From an optimization exercise on the open Yosys and OpenROAD flow, aimed at small area, a short achievable clock period and few clock cycles; shortcuts taken in it are not production practice.
Only simulation tests tie the RTL to the original design; equivalence was not proved.
Power and IR drop assume default switching activity.

$ cat flow/design.v
`timescale 1ns / 1ps
`timescale 1ns / 1ps
 `timescale 1ns / 1ps
module ALU(
    input wire [31:0] Operand1,
    input wire [31:0] Operand2,
    input wire [3:0] AluContrl,
    output reg [31:0] AluOut
    );
    always@(*)
    begin
        case(AluContrl)
            4'd0: AluOut <= Operand1 << Operand2[4:0];
            4'd1: AluOut <= Operand1 >> Operand2[4:0];
            4'd2: AluOut <= $signed(Operand1) >>> Operand2[4:0];
            4'd3: AluOut <= $signed(Operand1) + $signed(Operand2);
            4'd4: AluOut <= $signed(Operand1) - $signed(Operand2);
            4'd5: AluOut <= Operand1 ^ Operand2;
            4'd6:  AluOut <= Operand1 | Operand2;
            4'd7: AluOut <= Operand1 & Operand2;
            4'd8: AluOut <= ($signed(Operand1) < $signed(Operand2)) ? 32'b1:32'b0;
            4'd9: AluOut<= (Operand1 < Operand2) ? 32'b1:32'b0;
            4'd10: AluOut <= Operand2; 
            default: AluOut <= 32'b0;
        endcase
    end
endmodule
`timescale 1ns / 1ps
 `timescale 1ns / 1ps
module BranchDecisionMaking(
    input wire [2:0] BranchTypeE,
    input wire [31:0] Operand1,Operand2,
    output reg BranchE);
    always@(*)
    begin
        case(BranchTypeE)
            3'd0: BranchE <= 0;
            3'd1: BranchE <= (Operand1 == Operand2);
            3'd2: BranchE <= (Operand1 != Operand2);
            3'd3: BranchE <= ($signed(Operand1) < $signed(Operand2));
            3'd4: BranchE <= (Operand1 < Operand2);
            3'd5: BranchE <= ($signed(Operand1) >= $signed(Operand2));
            3'd6:BranchE <= (Operand1 >= Operand2);
            default: BranchE <= 0;
        endcase
    end
endmodule
`timescale 1ns / 1ps
 `timescale 1ns / 1ps
module ControlUnit(
    input wire [6:0] Op,
    input wire [2:0] Fn3,
    input wire [6:0] Fn7,
    output wire JalD,
    output wire JalrD,
    output reg [2:0] RegWriteD,
    output wire MemToRegD,
    output reg [3:0] MemWriteD,
    output wire LoadNpcD,
    output wire [1:0] RegReadD, 
    output reg [2:0] BranchTypeD,
    output reg [3:0] AluContrlD,
    output wire [1:0] AluSrc2D,
    output wire AluSrc1D,
    output reg [2:0] ImmType        
    );
    localparam lui_op=  7'b0110111;
    localparam auipc_op=7'b0010111;
    localparam jal_op=  7'b1101111;
    localparam jalr_op= 7'b1100111;
    localparam br_op=   7'b1100011;
    localparam load_op= 7'b0000011;
    localparam store_op=7'b0100011;
    localparam IType_op=7'b0010011;  
    localparam RType_op=7'b0110011; 
    wire LUI,AUIPC,JAL,JALR;
    wire BEQ,BNE,BLT,BGE,BLTU,BGEU;
    wire LB,LH,LW,LBU,LHU;
    wire SB,SH,SW;
    wire ADDI,SLTI,SLTIU,XORI,ORI,ANDI,SLLI,SRLI,SRAI;
    wire ADD,SUB,SLL,SLT,SLTU,XOR,SRL,SRA,OR,AND;
    assign LUI= (Op == lui_op);
    assign AUIPC= (Op == auipc_op);
    assign JAL = (Op == jal_op);
    assign JALR = (Op == jalr_op);
    assign BEQ = (Op == br_op)&&(Fn3 == 3'b000);
    assign BNE = (Op == br_op)&&(Fn3 == 3'b001);
    assign BLT = (Op == br_op)&&(Fn3 == 3'b100);
    assign BGE = (Op == br_op)&&(Fn3 == 3'b101);
    assign BLTU = (Op == br_op)&&(Fn3 == 3'b110);
    assign BGEU = (Op == br_op)&&(Fn3 == 3'b111);
    assign LB = (Op == load_op)&&(Fn3 == 3'b000);
    assign LH = (Op == load_op)&&(Fn3 == 3'b001);
    assign LW = (Op == load_op)&&(Fn3 == 3'b010);
    assign LBU = (Op == load_op)&&(Fn3 == 3'b100);
    assign LHU = (Op == load_op)&&(Fn3 == 3'b101);
    assign SB = (Op == store_op)&&(Fn3 == 3'b000);
    assign SH = (Op == store_op)&&(Fn3 == 3'b001);
    assign SW = (Op == store_op)&&(Fn3 == 3'b010);
    assign ADDI = (Op == IType_op )&&(Fn3 == 3'b000);
    assign SLTI = (Op == IType_op )&&(Fn3 == 3'b010);
    assign SLTIU = (Op == IType_op )&&(Fn3 == 3'b011);
    assign XORI = (Op == IType_op )&&(Fn3 == 3'b100);
    assign ORI = (Op == IType_op )&&(Fn3 == 3'b110);
    assign ANDI = (Op == IType_op )&&(Fn3 == 3'b111);
    localparam Fn7_0=7'b0000000;
    localparam Fn7_1=7'b0100000;
    assign SLLI= (Op == IType_op)&&(Fn3 == 3'b001)&&(Fn7 == Fn7_0);
    assign SRLI= (Op == IType_op)&&(Fn3 == 3'b101)&&(Fn7 == Fn7_0);
    assign SRAI= (Op == IType_op)&&(Fn3 == 3'b101)&&(Fn7 == Fn7_1);
    assign ADD = (Op == RType_op)&&(Fn3 == 3'b000)&&(Fn7 == Fn7_0);
    assign SUB = (Op == RType_op)&&(Fn3 == 3'b000)&&(Fn7 == Fn7_1);
    assign SLL = (Op == RType_op)&&(Fn3 == 3'b001)&&(Fn7 == Fn7_0);
    assign SLT = (Op == RType_op)&&(Fn3 == 3'b010)&&(Fn7 == Fn7_0);
    assign SLTU = (Op == RType_op)&&(Fn3 == 3'b011)&&(Fn7 == Fn7_0);
    assign XOR = (Op == RType_op)&&(Fn3 == 3'b100)&&(Fn7 == Fn7_0);
    assign SRL = (Op == RType_op)&&(Fn3 == 3'b101)&&(Fn7 == Fn7_0);
    assign SRA = (Op == RType_op)&&(Fn3 == 3'b101)&&(Fn7 == Fn7_1);
    assign OR = (Op == RType_op)&&(Fn3 == 3'b110)&&(Fn7 == Fn7_0);
    assign AND = (Op == RType_op)&&(Fn3 == 3'b111)&&(Fn7 == Fn7_0);
    assign JalD=JAL;
    assign JalrD=JALR;
    wire OtherWriteReg; 
    assign OtherWriteReg=(LUI||AUIPC||JAL||JALR)||(Op==IType_op)||(Op==RType_op);
    always@(*)
    begin
        case ({LB,LH,LW,LBU,LHU,OtherWriteReg})
            6'b100000: RegWriteD <= 3'd1;
            6'b010000: RegWriteD <= 3'd2;
            6'b001000: RegWriteD <= 3'd3;
            6'b000100: RegWriteD <= 3'd4;
            6'b000010: RegWriteD <= 3'd5;
            6'b000001: RegWriteD <= 3'd3;
            default: RegWriteD <= 3'b0;
        endcase
    end
    assign MemToRegD=(LB || LH || LW || LBU || LHU);
    always@(*)
    begin
        case ({SB,SH,SW})
            3'b100: MemWriteD <= 4'b0001;
            3'b010: MemWriteD <= 4'b0011;
            3'b001: MemWriteD <= 4'b1111;
            default: MemWriteD <= 4'b0000;
        endcase
    end
    assign LoadNpcD=(JAL||JALR);
    assign RegReadD[1]=JALR||(Op==br_op)||(Op==load_op)||(Op==store_op)||(Op==IType_op)||(Op==RType_op);
    assign RegReadD[0]=(Op==br_op)||(Op==store_op)||(Op==RType_op);
    always@(*)
    begin
        case ({BEQ,BNE,BLT,BLTU,BGE,BGEU})
            6'b100000: BranchTypeD <= 3'd1;
            6'b010000: BranchTypeD <= 3'd2;
            6'b001000: BranchTypeD <= 3'd3;
            6'b000100: BranchTypeD <= 3'd4;
            6'b000010: BranchTypeD <= 3'd5;
            6'b000001: BranchTypeD <= 3'd6;
            default: BranchTypeD <= 3'd0;
        endcase
    end
    always@(*)
    begin
        if((Op==load_op)||(Op==store_op)||ADD||ADDI||AUIPC||JALR)begin AluContrlD <= 4'd3; end
        else if(SUB)begin AluContrlD <= 4'd4; end
        else if(LUI)begin AluContrlD <= 4'd10; end 
        else if(XOR||XORI)begin AluContrlD <= 4'd5; end
        else if(OR||ORI)begin AluContrlD <= 4'd6;  end
        else if(AND||ANDI)begin AluContrlD <= 4'd7; end
        else if(SLL||SLLI)begin AluContrlD <= 4'd0; end
        else if(SRL||SRLI)begin AluContrlD <= 4'd1; end
        else if(SRA||SRAI)begin AluContrlD <= 4'd2; end
        else if(SLT||SLTI)begin AluContrlD <= 4'd8; end
        else if(SLTU||SLTIU)begin AluContrlD <= 4'd9; end
        else begin AluContrlD <= 4'd0; end
    end
    assign AluSrc1D = (AUIPC);
    assign AluSrc2D = (SLLI||SRLI||SRAI)? 2'b01 : ((Op==br_op||Op==RType_op)? 2'b00 : 2'b10);
    always@(*)
    begin
        if(Op==RType_op)begin ImmType<=3'd0; end
        else if(Op==IType_op || Op==load_op || JALR) begin ImmType<=3'd1; end
        else if(Op==store_op)begin ImmType<=3'd2; end
        else if(Op==br_op)begin ImmType<=3'd3; end
        else if(LUI||AUIPC)begin ImmType<=3'd4; end
        else if(JAL)begin ImmType<=3'd5; end
        else begin ImmType<=3'd0; end
    end
endmodule
`timescale 1ns / 1ps
 `timescale 1ns / 1ps
module DataExt(
    input wire [31:0] IN,
    input wire [1:0] LoadedBytesSelect,
    input wire [2:0] RegWriteW,
    output reg [31:0] OUT
    );    
    always@(*)
    begin
        case (RegWriteW)
            3'b0: OUT <= 32'b0;
            3'd1: begin
                case (LoadedBytesSelect)
                    2'b00: OUT <= {{25{IN[7]}},IN[6:0]};
                    2'b01: OUT <= {{25{IN[15]}},IN[14:8]};
                    2'b10: OUT <= {{25{IN[23]}},IN[22:16]};
                    2'b11: OUT <= {{25{IN[31]}},IN[30:24]};
                    default: OUT <= 32'b0;
                endcase
            end
            3'd2: begin
                casex (LoadedBytesSelect)
                    2'b0x: OUT <= {{17{IN[15]}},IN[14:0]};
                    2'b1x: OUT <= {{17{IN[31]}},IN[30:16]}; 
                    default: OUT <= 32'b0;
                endcase
            end
            3'd3: OUT <= IN;
            3'd4: begin
                case (LoadedBytesSelect)
                    2'b00: OUT <= {24'b0,IN[7:0]};
                    2'b01: OUT <= {24'b0,IN[15:8]};
                    2'b10: OUT <= {24'b0,IN[23:16]};
                    2'b11: OUT <= {24'b0,IN[31:24]};
                    default: OUT <= 32'b0;
                endcase
            end
            3'd5: begin
                casex (LoadedBytesSelect)
                    2'b0x: OUT <= {16'b0,IN[15:0]};
                    2'b1x: OUT <= {16'b0,IN[31:16]};
                    default: OUT <= 32'b0;
                endcase
            end
            default: OUT <= 32'b0;
        endcase
    end
endmodule
`timescale 1ns / 1ps
module EXSegReg(
    input wire clk,
    input wire en,
    input wire clear,
    input wire [31:0] PCD,
    output reg [31:0] PCE, 
    input wire [31:0] JalNPC,
    output reg [31:0] BrNPC, 
    input wire [31:0] ImmD,
    output reg [31:0] ImmE,
    input wire [4:0] RdD,
    output reg [4:0] RdE,
    input wire [4:0] Rs1D,
    output reg [4:0] Rs1E,
    input wire [4:0] Rs2D,
    output reg [4:0] Rs2E,
    input wire [31:0] RegOut1D,
    output reg [31:0] RegOut1E,
    input wire [31:0] RegOut2D,
    output reg [31:0] RegOut2E,
    input wire JalrD,
    output reg JalrE,
    input wire [2:0] RegWriteD,
    output reg [2:0] RegWriteE,
    input wire MemToRegD,
    output reg MemToRegE,
    input wire [3:0] MemWriteD,
    output reg [3:0] MemWriteE,
    input wire LoadNpcD,
    output reg LoadNpcE,
    input wire [1:0] RegReadD,
    output reg [1:0] RegReadE, 
    input wire [2:0] BranchTypeD,
    output reg [2:0] BranchTypeE,
    input wire [4:0] AluContrlD,
    output reg [4:0] AluContrlE,
    input wire AluSrc1D,
    output reg AluSrc1E,
    input wire [1:0] AluSrc2D,
    output reg [1:0] AluSrc2E
    );
    always@(posedge clk) begin
        if(en)
            if(clear)
                begin
                PCE<=32'b0; 
                BrNPC<=32'b0; 
                ImmE<=32'b0;
                RdE<=32'b0;
                Rs1E<=5'b0;
                Rs2E<=5'b0;
                RegOut1E<=32'b0;
                RegOut2E<=32'b0;
                JalrE<=1'b0;
                RegWriteE<=1'b0;
                MemToRegE<=1'b0;
                MemWriteE<=1'b0;
                LoadNpcE<=1'b0;
                RegReadE<=2'b00;
                BranchTypeE <= 3'b0;
                AluContrlE<=5'b0;
                AluSrc1E<=1'b0; 
                AluSrc2E<=2'b0;     
            end else begin
                PCE<=PCD; 
                BrNPC<=JalNPC; 
                ImmE<=ImmD;
                RdE<=RdD;
                Rs1E<=Rs1D;
                Rs2E<=Rs2D;
                RegOut1E<=RegOut1D;
                RegOut2E<=RegOut2D;
                JalrE<=JalrD;
                RegWriteE<=RegWriteD;
                MemToRegE<=MemToRegD;
                MemWriteE<=MemWriteD;
                LoadNpcE<=LoadNpcD;
                RegReadE<=RegReadD;
                BranchTypeE <= BranchTypeD;
                AluContrlE<=AluContrlD;
                AluSrc1E<=AluSrc1D;
                AluSrc2E<=AluSrc2D;         
            end
        end
endmodule
`timescale 1ns / 1ps
module HarzardUnit(
    input wire CpuRst, ICacheMiss, DCacheMiss, 
    input wire BranchE, JalrE, JalD, 
    input wire [4:0] Rs1D, Rs2D, Rs1E, Rs2E, RdE, RdM, RdW,
    input wire [1:0] RegReadE,
    input wire [2:0] MemToRegE, RegWriteM, RegWriteW,
    output reg StallF, FlushF, StallD, FlushD, StallE, FlushE, StallM, FlushM, StallW, FlushW,
    output wire [1:0] Forward1E, Forward2E  
    );
    always@(*)
    begin
        if(CpuRst)begin
            StallF=1'b0;
            StallD=1'b0;
            StallE=1'b0;
            StallM=1'b0;
            StallW=1'b0;
            FlushF=1'b1;
            FlushD=1'b1;
            FlushE=1'b1;
            FlushM=1'b1;
            FlushW=1'b1;
        end
        else begin
            if(MemToRegE && ((RdE==Rs1D )||(RdE==Rs2D))&& RdE!=0)begin
                StallF=1'b1;  
                StallD=1'b1;
                StallE=1'b0;
                StallM=1'b0;
                StallW=1'b0;
                FlushF=1'b0;
                FlushD=1'b0;
                FlushE=1'b1;  
                FlushM=1'b0;
                FlushW=1'b0;
            end
            else if(BranchE || JalrE)begin
                StallF=1'b0;
                StallD=1'b0;
                StallE=1'b0;
                StallM=1'b0;
                StallW=1'b0;
                FlushF=1'b0;   
                FlushD=1'b1;
                FlushE=1'b1;
                FlushM=1'b0;
                FlushW=1'b0;
            end
            else if(JalD)begin
                StallF=1'b0;
                StallD=1'b0;
                StallE=1'b0;
                StallM=1'b0;
                StallW=1'b0;
                FlushF=1'b0;     
                FlushD=1'b1;
                FlushE=1'b0;
                FlushM=1'b0;
                FlushW=1'b0;
            end
            else begin
                StallF=1'b0;
                StallD=1'b0;
                StallE=1'b0;
                StallM=1'b0;
                StallW=1'b0;
                FlushF=1'b0;
                FlushD=1'b0;
                FlushE=1'b0;
                FlushM=1'b0;
                FlushW=1'b0;
            end
        end
    end
    assign Forward1E[0]=(|RegWriteW)&&(RdW!=0)&&(!((RdM==Rs1E)&&(|RegWriteM)))&&(RdW==Rs1E)&&RegReadE[1];
    assign Forward1E[1]=(|RegWriteM)&&(RdM!=0)&&(RdM==Rs1E)&&RegReadE[1];
    assign Forward2E[0]=(|RegWriteW)&&(RdW!=0)&&(!((RdM==Rs2E)&&(|RegWriteM)))&&(RdW==Rs2E)&&RegReadE[0];
    assign Forward2E[1]=(|RegWriteM)&&(RdM!=0)&&(RdM==Rs2E)&&RegReadE[1];
endmodule
`timescale 1ns / 1ps
module IDSegReg(
    input wire clk,
    input wire clear,
    input wire en,
    input wire [31:0] A,
    output wire [31:0] RD,
    input wire [31:0] RD_raw,
    input wire [31:0] PCF,
    output reg [31:0] PCD 
    );
    always@(posedge clk)
        if(en)
            PCD <= clear ? 0: PCF;
    reg stall_ff;
    reg clear_ff;
    reg [31:0] RD_old;
    always @ (posedge clk)
    begin
        stall_ff<=~en;
        clear_ff<=clear;
        RD_old<=RD_raw;
    end    
    assign RD = stall_ff ? RD_old : (clear_ff ? 32'b0 : RD_raw );
endmodule
`timescale 1ns / 1ps
module IFSegReg(
    input wire clk,
    input wire en, clear,
    input wire [31:0] PC_In,
    output reg [31:0] PCF
    );
    always@(posedge clk)
        if(en) begin
            if(clear)
                PCF <= 0;
            else 
                PCF <= PC_In;
        end
endmodule
`timescale 1ns / 1ps
 `timescale 1ns / 1ps
module ImmOperandUnit(
    input wire [31:7] In,
    input wire [2:0] Type,
    output reg [31:0] Out
    );
    always@(*)
    begin
        case(Type)
            3'd0: Out<=32'b0;
            3'd1: Out<={ {21{In[31]}}, In[30:20] };
            3'd2: Out<={ {21{In[31]}}, In[30:25],In[11:7]};
            3'd3: Out<={ {20{In[31]}},In[7],In[30:25],In[11:8],1'b0};   
            3'd4: Out<={ In[31:12],12'b0};
            3'd5: Out<={ {12{In[31]}},In[19:12],In[20],In[30:21],1'b0};                                     
            default:Out<=32'h00000000;
        endcase
    end
endmodule
`timescale 1ns / 1ps
module MEMSegReg(
    input wire clk,
    input wire en,
    input wire clear,
    input wire [31:0] AluOutE,
    output reg [31:0] AluOutM, 
    input wire [31:0] ForwardData2,
    output reg [31:0] StoreDataM, 
    input wire [4:0] RdE,
    output reg [4:0] RdM,
    input wire [31:0] PCE,
    output reg [31:0] PCM,
    input wire [2:0] RegWriteE,
    output reg [2:0] RegWriteM,
    input wire MemToRegE,
    output reg MemToRegM,
    input wire [3:0] MemWriteE,
    output reg [3:0] MemWriteM,
    input wire LoadNpcE,
    output reg LoadNpcM
    );
    always@(posedge clk)
        if(en) begin
            AluOutM    <= clear ?     0 : AluOutE;
            StoreDataM <= clear ?     0 : ForwardData2;
            RdM        <= clear ?  5'h0 : RdE;
            PCM        <= clear ?     0 : PCE;
            RegWriteM  <= clear ?  3'h0 : RegWriteE;
            MemToRegM  <= clear ?  1'b0 : MemToRegE;
            MemWriteM  <= clear ?  4'b0 : MemWriteE;
            LoadNpcM   <= clear ?     0 : LoadNpcE;
        end
endmodule
`timescale 1ns / 1ps
module NPC_Generator(
    input wire [31:0] PCF,JalrTarget, BranchTarget, JalTarget,
    input wire BranchE,JalD,JalrE,
    output reg [31:0] PC_In
    );
    always@(*)
    begin
        if(JalrE)begin PC_In<=JalrTarget; end
        else if(BranchE)begin PC_In<=BranchTarget; end
        else if(JalD)begin PC_In<=JalTarget; end
        else begin PC_In<=PCF+4; end
    end 
endmodule
`timescale 1ns / 1ps
module RegisterFile(
    input wire clk,
    input wire rst,
    input wire WE3,
    input wire [4:0] A1,
    input wire [4:0] A2,
    input wire [4:0] A3,
    input wire [31:0] WD3,
    output wire [31:0] RD1,
    output wire [31:0] RD2
    );
    reg [31:0] RegFile[31:1];
    integer i;
    always@(negedge clk or posedge rst) 
    begin 
        if(rst)                                 for(i=1;i<32;i=i+1) RegFile[i][31:0]<=32'b0;
        else if( (WE3==1'b1) && (A3!=5'b0) )    RegFile[A3]<=WD3;   
    end
    assign RD1= (A1==5'b0)?32'b0:RegFile[A1];
    assign RD2= (A2==5'b0)?32'b0:RegFile[A2];
endmodule
`timescale 1ns / 1ps
module WBSegReg(
    input wire clk,
    input wire en,
    input wire clear,
    input wire [31:0] A,
    input wire [31:0] WD,
    input wire [3:0] WE,
    output wire [31:0] RD,
    output reg [1:0] LoadedBytesSelect,
    input wire [31:0] RD_raw,
    output wire [3:0] WE_test,
    output wire [31:0] WD_test,
    input wire [31:0] ResultM,
    output reg [31:0] ResultW, 
    input wire [4:0] RdM,
    output reg [4:0] RdW,
    input wire [2:0] RegWriteM,
    output reg [2:0] RegWriteW,
    input wire MemToRegM,
    output reg MemToRegW
    );
    always@(posedge clk)
        if(en) begin
            LoadedBytesSelect <= clear ? 2'b00 : A[1:0];
            RegWriteW         <= clear ?  1'b0 : RegWriteM;
            MemToRegW         <= clear ?  1'b0 : MemToRegM;
            ResultW           <= clear ?     0 : ResultM;
            RdW               <= clear ?  5'b0 : RdM;
        end
	assign WE_test= (|WE)? ((WE==4'b0001)? (WE<<A[1:0]):((WE==4'b0011)? ((A[1]==1'b0)? 4'b0011:4'b1100):4'b1111)):WE;
	assign WD_test= (|WE)? ((WE==4'b0001)? ({WD[7:0],WD[7:0],WD[7:0],WD[7:0]}) : ((WE==4'b0011)? ({WD[15:0],WD[15:0]}) : WD)  ):WD;
    reg stall_ff;
    reg clear_ff;
    reg [31:0] RD_old;
    always @ (posedge clk)
    begin
        stall_ff<=~en;
        clear_ff<=clear;
        RD_old<=RD_raw;
    end    
    assign RD = stall_ff ? RD_old : (clear_ff ? 32'b0 : RD_raw );
endmodule
`timescale 1ns / 1ps
module RV32Core(
    input wire CPU_CLK,
    input wire CPU_RST,
    output wire [31:0] IMEM_Addr,
    input wire [31:0] IMEM_RData,
    output wire [31:0] DMEM_Addr,
    output wire [31:0] DMEM_WData,
    output wire [3:0] DMEM_WE,
    input wire [31:0] DMEM_RData
    );
    wire StallF, FlushF, StallD, FlushD, StallE, FlushE, StallM, FlushM, StallW, FlushW;
    wire [31:0] PC_In;
    wire [31:0] PCF;
    wire [31:0] Instr, PCD;
    wire JalD, JalrD, LoadNpcD, MemToRegD, AluSrc1D;
    wire [2:0] RegWriteD;
    wire [3:0] MemWriteD;
    wire [1:0] RegReadD;
    wire [2:0] BranchTypeD;
    wire [4:0] AluContrlD;
    wire [1:0] AluSrc2D;
    wire [2:0] RegWriteW;
    wire [4:0] RdW;
    wire [31:0] RegWriteData;
    wire [31:0] DM_RD_Ext;
    wire [2:0] ImmType;
    wire [31:0] ImmD;
    wire [31:0] JalNPC;
    wire [31:0] BrNPC; 
    wire [31:0] ImmE;
    wire [6:0] OpCodeD, Funct7D;
    wire [2:0] Funct3D;
    wire [4:0] Rs1D, Rs2D, RdD;
    wire [4:0] Rs1E, Rs2E, RdE;
    wire [31:0] RegOut1D;
    wire [31:0] RegOut1E;
    wire [31:0] RegOut2D;
    wire [31:0] RegOut2E;
    wire JalrE;
    wire [2:0] RegWriteE;
    wire MemToRegE;
    wire [3:0] MemWriteE;
    wire LoadNpcE;
    wire [1:0] RegReadE;
    wire [2:0] BranchTypeE;
    wire [3:0] AluContrlE;
    wire AluSrc1E;
    wire [1:0] AluSrc2E;
    wire [31:0] Operand1;
    wire [31:0] Operand2;
    wire BranchE;
    wire [31:0] AluOutE;
    wire [31:0] AluOutM; 
    wire [31:0] ForwardData1;
    wire [31:0] ForwardData2;
    wire [31:0] PCE;
    wire [31:0] StoreDataM; 
    wire [4:0] RdM;
    wire [31:0] PCM;
    wire [2:0] RegWriteM;
    wire MemToRegM;
    wire [3:0] MemWriteM;
    wire LoadNpcM;
    wire [31:0] DM_RD;
    wire [31:0] ResultM;
    wire [31:0] ResultW;
    wire MemToRegW;
    wire [1:0] Forward1E;
    wire [1:0] Forward2E;
    wire [1:0] LoadedBytesSelect;
    assign {Funct7D, Rs2D, Rs1D, Funct3D, RdD, OpCodeD} = Instr;
    assign JalNPC=ImmD+PCD;
    assign ForwardData1 = Forward1E[1]?(AluOutM):( Forward1E[0]?RegWriteData:RegOut1E );
    assign Operand1 = AluSrc1E?PCE:ForwardData1;
    assign ForwardData2 = Forward2E[1]?(AluOutM):( Forward2E[0]?RegWriteData:RegOut2E );
    assign Operand2 = AluSrc2E[1]?(ImmE):( AluSrc2E[0]?Rs2E:ForwardData2 );
    assign ResultM = LoadNpcM ? (PCM+4) : AluOutM;
    assign RegWriteData = ~MemToRegW?ResultW:DM_RD_Ext;
    assign IMEM_Addr = PCF;
    assign DMEM_Addr = AluOutM;
    NPC_Generator NPC_Generator1(
        .PCF(PCF),
        .JalrTarget(AluOutE), 
        .BranchTarget(BrNPC), 
        .JalTarget(JalNPC),
        .BranchE(BranchE),
        .JalD(JalD),
        .JalrE(JalrE),
        .PC_In(PC_In)
    );
    IFSegReg IFSegReg1(
        .clk(CPU_CLK),
        .en(~StallF),
        .clear(FlushF), 
        .PC_In(PC_In),
        .PCF(PCF)
    );
    IDSegReg IDSegReg1(
        .clk(CPU_CLK),
        .clear(FlushD),
        .en(~StallD),
        .A(PCF),
        .RD(Instr),
        .RD_raw(IMEM_RData),
        .PCF(PCF),
        .PCD(PCD) 
    );
    ControlUnit ControlUnit1(
        .Op(OpCodeD),
        .Fn3(Funct3D),
        .Fn7(Funct7D),
        .JalD(JalD),
        .JalrD(JalrD),
        .RegWriteD(RegWriteD),
        .MemToRegD(MemToRegD),
        .MemWriteD(MemWriteD),
        .LoadNpcD(LoadNpcD),
        .RegReadD(RegReadD),
        .BranchTypeD(BranchTypeD),
        .AluContrlD(AluContrlD),
        .AluSrc1D(AluSrc1D),
        .AluSrc2D(AluSrc2D),
        .ImmType(ImmType)
    );
    ImmOperandUnit ImmOperandUnit1(
        .In(Instr[31:7]),
        .Type(ImmType),
        .Out(ImmD)
    );
    RegisterFile RegisterFile1(
        .clk(CPU_CLK),
        .rst(CPU_RST),
        .WE3(|RegWriteW),
        .A1(Rs1D),
        .A2(Rs2D),
        .A3(RdW),
        .WD3(RegWriteData),
        .RD1(RegOut1D),
        .RD2(RegOut2D)
    );
    EXSegReg EXSegReg1(
        .clk(CPU_CLK),
        .en(~StallE),
        .clear(FlushE),
        .PCD(PCD),
        .PCE(PCE), 
        .JalNPC(JalNPC),
        .BrNPC(BrNPC), 
        .ImmD(ImmD),
        .ImmE(ImmE),
        .RdD(RdD),
        .RdE(RdE),
        .Rs1D(Rs1D),
        .Rs1E(Rs1E),
        .Rs2D(Rs2D),
        .Rs2E(Rs2E),
        .RegOut1D(RegOut1D),
        .RegOut1E(RegOut1E),
        .RegOut2D(RegOut2D),
        .RegOut2E(RegOut2E),
        .JalrD(JalrD),
        .JalrE(JalrE),
        .RegWriteD(RegWriteD),
        .RegWriteE(RegWriteE),
        .MemToRegD(MemToRegD),
        .MemToRegE(MemToRegE),
        .MemWriteD(MemWriteD),
        .MemWriteE(MemWriteE),
        .LoadNpcD(LoadNpcD),
        .LoadNpcE(LoadNpcE),
        .RegReadD(RegReadD),
        .RegReadE(RegReadE),
        .BranchTypeD(BranchTypeD),
        .BranchTypeE(BranchTypeE),
        .AluContrlD(AluContrlD),
        .AluContrlE(AluContrlE),
        .AluSrc1D(AluSrc1D),
        .AluSrc1E(AluSrc1E),
        .AluSrc2D(AluSrc2D),
        .AluSrc2E(AluSrc2E)
    	); 
    ALU ALU1(
        .Operand1(Operand1),
        .Operand2(Operand2),
        .AluContrl(AluContrlE),
        .AluOut(AluOutE)
    	);
    BranchDecisionMaking BranchDecisionMaking1(
        .BranchTypeE(BranchTypeE),
        .Operand1(Operand1),
        .Operand2(Operand2),
        .BranchE(BranchE)
        );
    MEMSegReg MEMSegReg1(
        .clk(CPU_CLK),
        .en(~StallM),
        .clear(FlushM),
        .AluOutE(AluOutE),
        .AluOutM(AluOutM), 
        .ForwardData2(ForwardData2),
        .StoreDataM(StoreDataM), 
        .RdE(RdE),
        .RdM(RdM),
        .PCE(PCE),
        .PCM(PCM),
        .RegWriteE(RegWriteE),
        .RegWriteM(RegWriteM),
        .MemToRegE(MemToRegE),
        .MemToRegM(MemToRegM),
        .MemWriteE(MemWriteE),
        .MemWriteM(MemWriteM),
        .LoadNpcE(LoadNpcE),
        .LoadNpcM(LoadNpcM)
    );
    WBSegReg WBSegReg1(
        .clk(CPU_CLK),
        .en(~StallW),
        .clear(FlushW),
        .A(AluOutM),
        .WD(StoreDataM),
        .WE(MemWriteM),
        .RD(DM_RD),
        .LoadedBytesSelect(LoadedBytesSelect),
        .RD_raw(DMEM_RData),
        .WE_test(DMEM_WE),
        .WD_test(DMEM_WData),
        .ResultM(ResultM),
        .ResultW(ResultW), 
        .RdM(RdM),
        .RdW(RdW),
        .RegWriteM(RegWriteM),
        .RegWriteW(RegWriteW),
        .MemToRegM(MemToRegM),
        .MemToRegW(MemToRegW)
    );
    DataExt DataExt1(
        .IN(DM_RD),
        .LoadedBytesSelect(LoadedBytesSelect),
        .RegWriteW(RegWriteW),
        .OUT(DM_RD_Ext)
    );
    HarzardUnit HarzardUnit1(
        .CpuRst(CPU_RST),
        .BranchE(BranchE),
        .JalrE(JalrE),
        .JalD(JalD),
        .Rs1D(Rs1D),
        .Rs2D(Rs2D),
        .Rs1E(Rs1E),
        .Rs2E(Rs2E),
        .RegReadE(RegReadE),
        .MemToRegE(MemToRegE),
        .RdE(RdE),
        .RdM(RdM),
        .RegWriteM(RegWriteM),
        .RdW(RdW),
        .RegWriteW(RegWriteW),
        .ICacheMiss(1'b0),
        .DCacheMiss(1'b0),
        .StallF(StallF),
        .FlushF(FlushF),
        .StallD(StallD),
        .FlushD(FlushD),
        .StallE(StallE),
        .FlushE(FlushE),
        .StallM(StallM),
        .FlushM(FlushM),
        .StallW(StallW),
        .FlushW(FlushW),
        .Forward1E(Forward1E),
        .Forward2E(Forward2E)
    	);    
endmodule
$ cat flow/run.sh
#!/bin/bash
# synth_recipe.tcl (not shown) runs the flow's synth.tcl, then flattens the netlist and writes it again
# the make line also repeats each setting of config.mk as NAME=value (left out here)
make -C /OpenROAD-flow-scripts/flow DESIGN_CONFIG=/design/flow/config.mk WORK_HOME=/design/flow/orfs CLKGATE_MAP_FILE= SYNTH_SCRIPT=/design/flow/synth_recipe.tcl finish
$ cat flow/config.mk
export PLATFORM = sky130hd
export DESIGN_NAME = RV32Core
export DESIGN_NICKNAME = RV32Core
export VERILOG_FILES = /design/flow/design.v
export SDC_FILE = /design/flow/constraint.sdc
export NUM_CORES = 4
export LEC_CHECK = 0
export CAP_MARGIN = 20
export CORE_MARGIN = 2
export CORE_UTILIZATION = 40
export SLEW_MARGIN = 20
$ cat flow/constraint.sdc
create_clock -name core_clock -period 10.0 [get_ports {CPU_CLK}]
set_input_delay 2.0000 -clock core_clock [delete_from_list [all_inputs] [get_ports {CPU_CLK}]]
set_output_delay 2.0000 -clock core_clock [all_outputs]
set_load 0.01 [all_outputs]
==> metrics.cfg <==
[yosys]
yosysSeqAreaShare_pct = 45.5
async_reset_ff_share_pct = 68.9
synth.distinct_cells = 107
syn_avg_cell_area_sq_um = 8.75
synth.cell_area_sq_um = 75600
synth-edff-count = 64
ys_warn_count = 17
syn_nets = 8832
ys_seq_elements = 1439
ys.flop_type = dfrtn_1
syn-instance-count = 8633

[status]
status = timing/DRC/antenna clean

[timing]
tightest_slew_ns = 1.30
min_period_ns = 9.43
finalHoldWorstSlack_ns = 0.446
hold_viol = 0
fin_skew_ns = 0.109
setup_viol = 0
period_share_pct = 94.3
max_freq_mhz = 106
maxSlewViolCount = 0
slew_headroom_pct = 13.1
rsz0062_at_grt = false

[clocking]
h-tree-depth = 4
cts_root_buf = clkbuf_16
clk_pin_slew_ns = 0.07
clkSinkCount = 1439
cts_buffer_depth = 3
ctsResizeCount = 0
insertion_delay_ns = 0.85
cts_setup_buffers = 0
tritoncts = done
cts_hold_buffers = 0
cts_buffers = 151

[power]
ir_drop_mv = 0.164
swShare_pct = 30.5
leakage_nw = 36.7
power_frac_clock_pct = 40.8
combPwrFrac_pct = 17.0
p_per_area_nw_per_um2 = 166
p_int_mw = 10.0
seqPwrFrac_pct = 42.1
p_switching_mw = 4.42

[route]
vias = 78700
vias_per_cell = 6.98
ant_nets = 0
drtPass1Iterations = 13
avgRoutedWirePerCell_microns = 36.9
drt_first_iter_violations = 14600
wl_mm = 417
drc = 0

[global_route]
grt_pass1_wl_mm = 570
grt_pass1_vias = 72300
track_usage_pct = 41.9
grt_antenna_before_repair = 27
grt_start_max_net_pins = 133
gr-total-overflow = 0

[critical_path]
startpoint_type = input port
crit_fanout = 33
r2r_cells = 24
required_ns = 10.53
reg2reg_from = WBSegReg1.MemToRegW$_SDFF_PP0_
cp.arrival_ns = 9.96
endpoint_kind = flop
path_class = in2reg
worst-r2r-setup-slack_ns = 1.15
r2r_end = IFSegReg1.PCF[7]$_SDFFCE_PP0N_

[die]
fp.dieW_microns = 439
initial_core_util_pct = 40.2
core_area_sq_um = 188000
dieArea_sq_um = 192000
num_rows = 159
die_h_microns = 439
pin_count = 166

[cells_and_area]
drive_above_1_share_pct = 10.5
area_growth_pct = 15.3
final_nets = 8822
final_core_util_pct = 46.4

[hold_path]
min_to = MEMSegReg1.RegWriteM[1]$_SDFF_PP0_
hold_path_depth = 1
hold_path_startpoint = EXSegReg1.RegWriteE[1]$_SDFF_PP0_
hp-class = reg2reg

[placement]
place_congestion = 1.06
dp.final_hpwl_mm = 270
io_buffers = 165

[run]
cap_violations = 0

[routing by layer]
layer | vias to the layer above | share of wire [%] | GRT usage, %
met2 | 7081 | 39 | 56.5
met3 | 1995 | 16 | 18.1
met1 | 37900 | 38 | 54.9
met4 | 19 | 7.7 | 25.1
li1 | 31800 | - | -
met5 | - | 0.094 | 1.56
[cell usage in the layout (no fill, tap or decap), types with 30 or more instances in the layout]
master           count
mux2i_1            134
a21oi_1            431
edfxtp_1            64
buf_12              38
nor2b_1            107
a221oi_1           148
and3_1              34
clkbuf_16          156
nor2_1             336
xnor2_1             72
buf_4              386
o211ai_1            69
a222oi_1            60
inv_1              134
xor2_1              56
diode_2             40
nand3_1            167
o22ai_1             30
a22o_1             140
nand2_1           1245
a21o_1              43
a22oi_1            673
nor4_1              57
a31oi_1             43
nor2_4              63
clkbuf_1            38
nand4_1            189
a211oi_1            89
clkdlybuf4s50_1    164
nor3_1             156
and2_1             112
ha_1               130
mux2_2              44
nand2b_1            48
dfxtp_1            381
o21ai_0           1207
dfrtn_1            992
clkbuf_8            31
[worst max-delay path, stage by stage]
cell and delay (ns):
clkdlybuf4s50_1 0.43, mux2i_1 0.35, buf_4 0.21, a2bb2oi_1 0.33, or3_1 0.38, o211a_1 0.30, buf_12 0.20, nor2_1 0.07
a21oi_1 0.22, o21ai_0 0.46, a22oi_1 0.39, buf_4 0.22, inv_1 0.05, ha_1 0.38, nor4_1 0.09, and2_1 0.18
o311ai_1 0.74, nand2_1 0.20, a21o_1 0.31, a211oi_1 0.29, buf_4 0.24, o21a_1 0.18, o31a_1 0.38, nor2_1 0.24
buf_4 0.22, a211oi_1 0.73, a311oi_1 0.15
[layout make-up]
type,count,area [sq um]
Multi-Input combinational cell,6301,38600
Timing Repair Buffer,589,5310
Inverter,141,557
Clock buffer,225,4470
Fill cell,18200,101000
Clock inverter,46,583
Tap cell,2495,3120
Sequential cell,1439,34400
Antenna cell,40,100
[cell usage after synthesis (45+ instances only)]
cell	instances	share of area, %
nor4_1	60	0.50
nand3_1	174	1.2
a211oi_1	92	0.91
nor2_1	402	2.0
buf_2	47	0.31
a222oi_1	60	0.79
clkbuf_1	645	3.2
dfxtp_1	383	10
inv_1	136	0.68
o211ai_1	69	0.69
a21oi_1	431	2.9
ha_1	130	2.2
nor2b_1	107	0.89
a22o_1	142	1.6
xor2_1	56	0.65
a221oi_1	148	1.7
dfrtn_1	992	33
a31oi_1	47	0.39
nand4_1	189	1.6
nand2b_1	48	0.40
o21ai_0	1207	8.0
and2_1	112	0.93
xnor2_1	72	0.83
a21o_1	45	0.45
a22oi_1	673	6.7
mux2i_1	135	1.8
edfxtp_1	64	2.5
nor3_1	160	1.1
nand2_1	1269	6.3
[worst max path at each step]
stage	startpoint	endpoint	slack, ns	cells past startpoint
2_1_floorplan	CPU_RST	RegisterFile1.RegFile[10][0]$_DFFE_NP0P_	-0.33	3
3_3_place_gp	DMEM_RData[23]	IFSegReg1.PCF[7]$_SDFFCE_PP0N_	0.20	27
3_5_place_dp	DMEM_RData[23]	IFSegReg1.PCF[7]$_SDFFCE_PP0N_	0.26	27
4_1_cts	DMEM_RData[23]	IFSegReg1.PCF[7]$_SDFFCE_PP0N_	1.06	27
5_1_grt	DMEM_RData[23]	IFSegReg1.PCF[7]$_SDFFCE_PP0N_	0.64	27
6_report	DMEM_RData[23]	IFSegReg1.PCF[7]$_SDFFCE_PP0N_	0.57	27
[cell families (layout without fill, tap and decap cells)]
kind of cell    Yosys count  after routing  synth area share [%]
mux                     181            181                  2.49
compound gates         3223           3223                  27.7
simple gates           2636           2636                  15.9
flops                  1439           1439                  45.5
fa+ha+maj               133            133                  2.23
xor+xnor                128            128                  1.48
buf+inv                 893           1001                  4.65
other cells               0             40                     0
[power by group through the flow]
stage	Clock [mW]	Sequential, mW	Combinational [mW]
global placement	0	6.19	2.32
detailed placement	0	6.19	2.32
CTS	5.88	6.09	2.33
global route	6.11	6.09	2.53
finish	5.91	6.09	2.46
floorplan	0	6.12	1.23
[sequential cells by signal, indices dropped and copies added, names as in the netlist, 4 cells and up]
name	count
EXSegReg1.RegOut1E	32
EXSegReg1.Rs1E	5
MEMSegReg1.AluOutM	32
WBSegReg1.RdW	5
EXSegReg1.RegOut2E	32
RegisterFile1.RegFile	992
MEMSegReg1.StoreDataM	32
MEMSegReg1.PCM	32
IFSegReg1.PCF	32
EXSegReg1.PCE	32
IDSegReg1.PCD	32
EXSegReg1.Rs2E	5
EXSegReg1.RdE	5
MEMSegReg1.RdM	5
EXSegReg1.BrNPC	32
IDSegReg1.RD_old	32
EXSegReg1.ImmE	32
WBSegReg1.ResultW	32
EXSegReg1.AluContrlE	4
[stage by stage]
step                total power, mW  setup WS [ns]  cell area (sq um)  TNS (ns)  instances
finish                         14.5          0.566              87100         0      11300
global route                   14.7          0.640              87000         0      11200
CTS                            14.3           1.06              87000         0      11200
detailed placement             8.51          0.257              81900         0      11000
global placement               8.51          0.198              81900         0      11000
floorplan                      7.35         -0.332              75600   -329.42       8633
Testbench counts, summed over its fixed seeds: cycles 14,393.
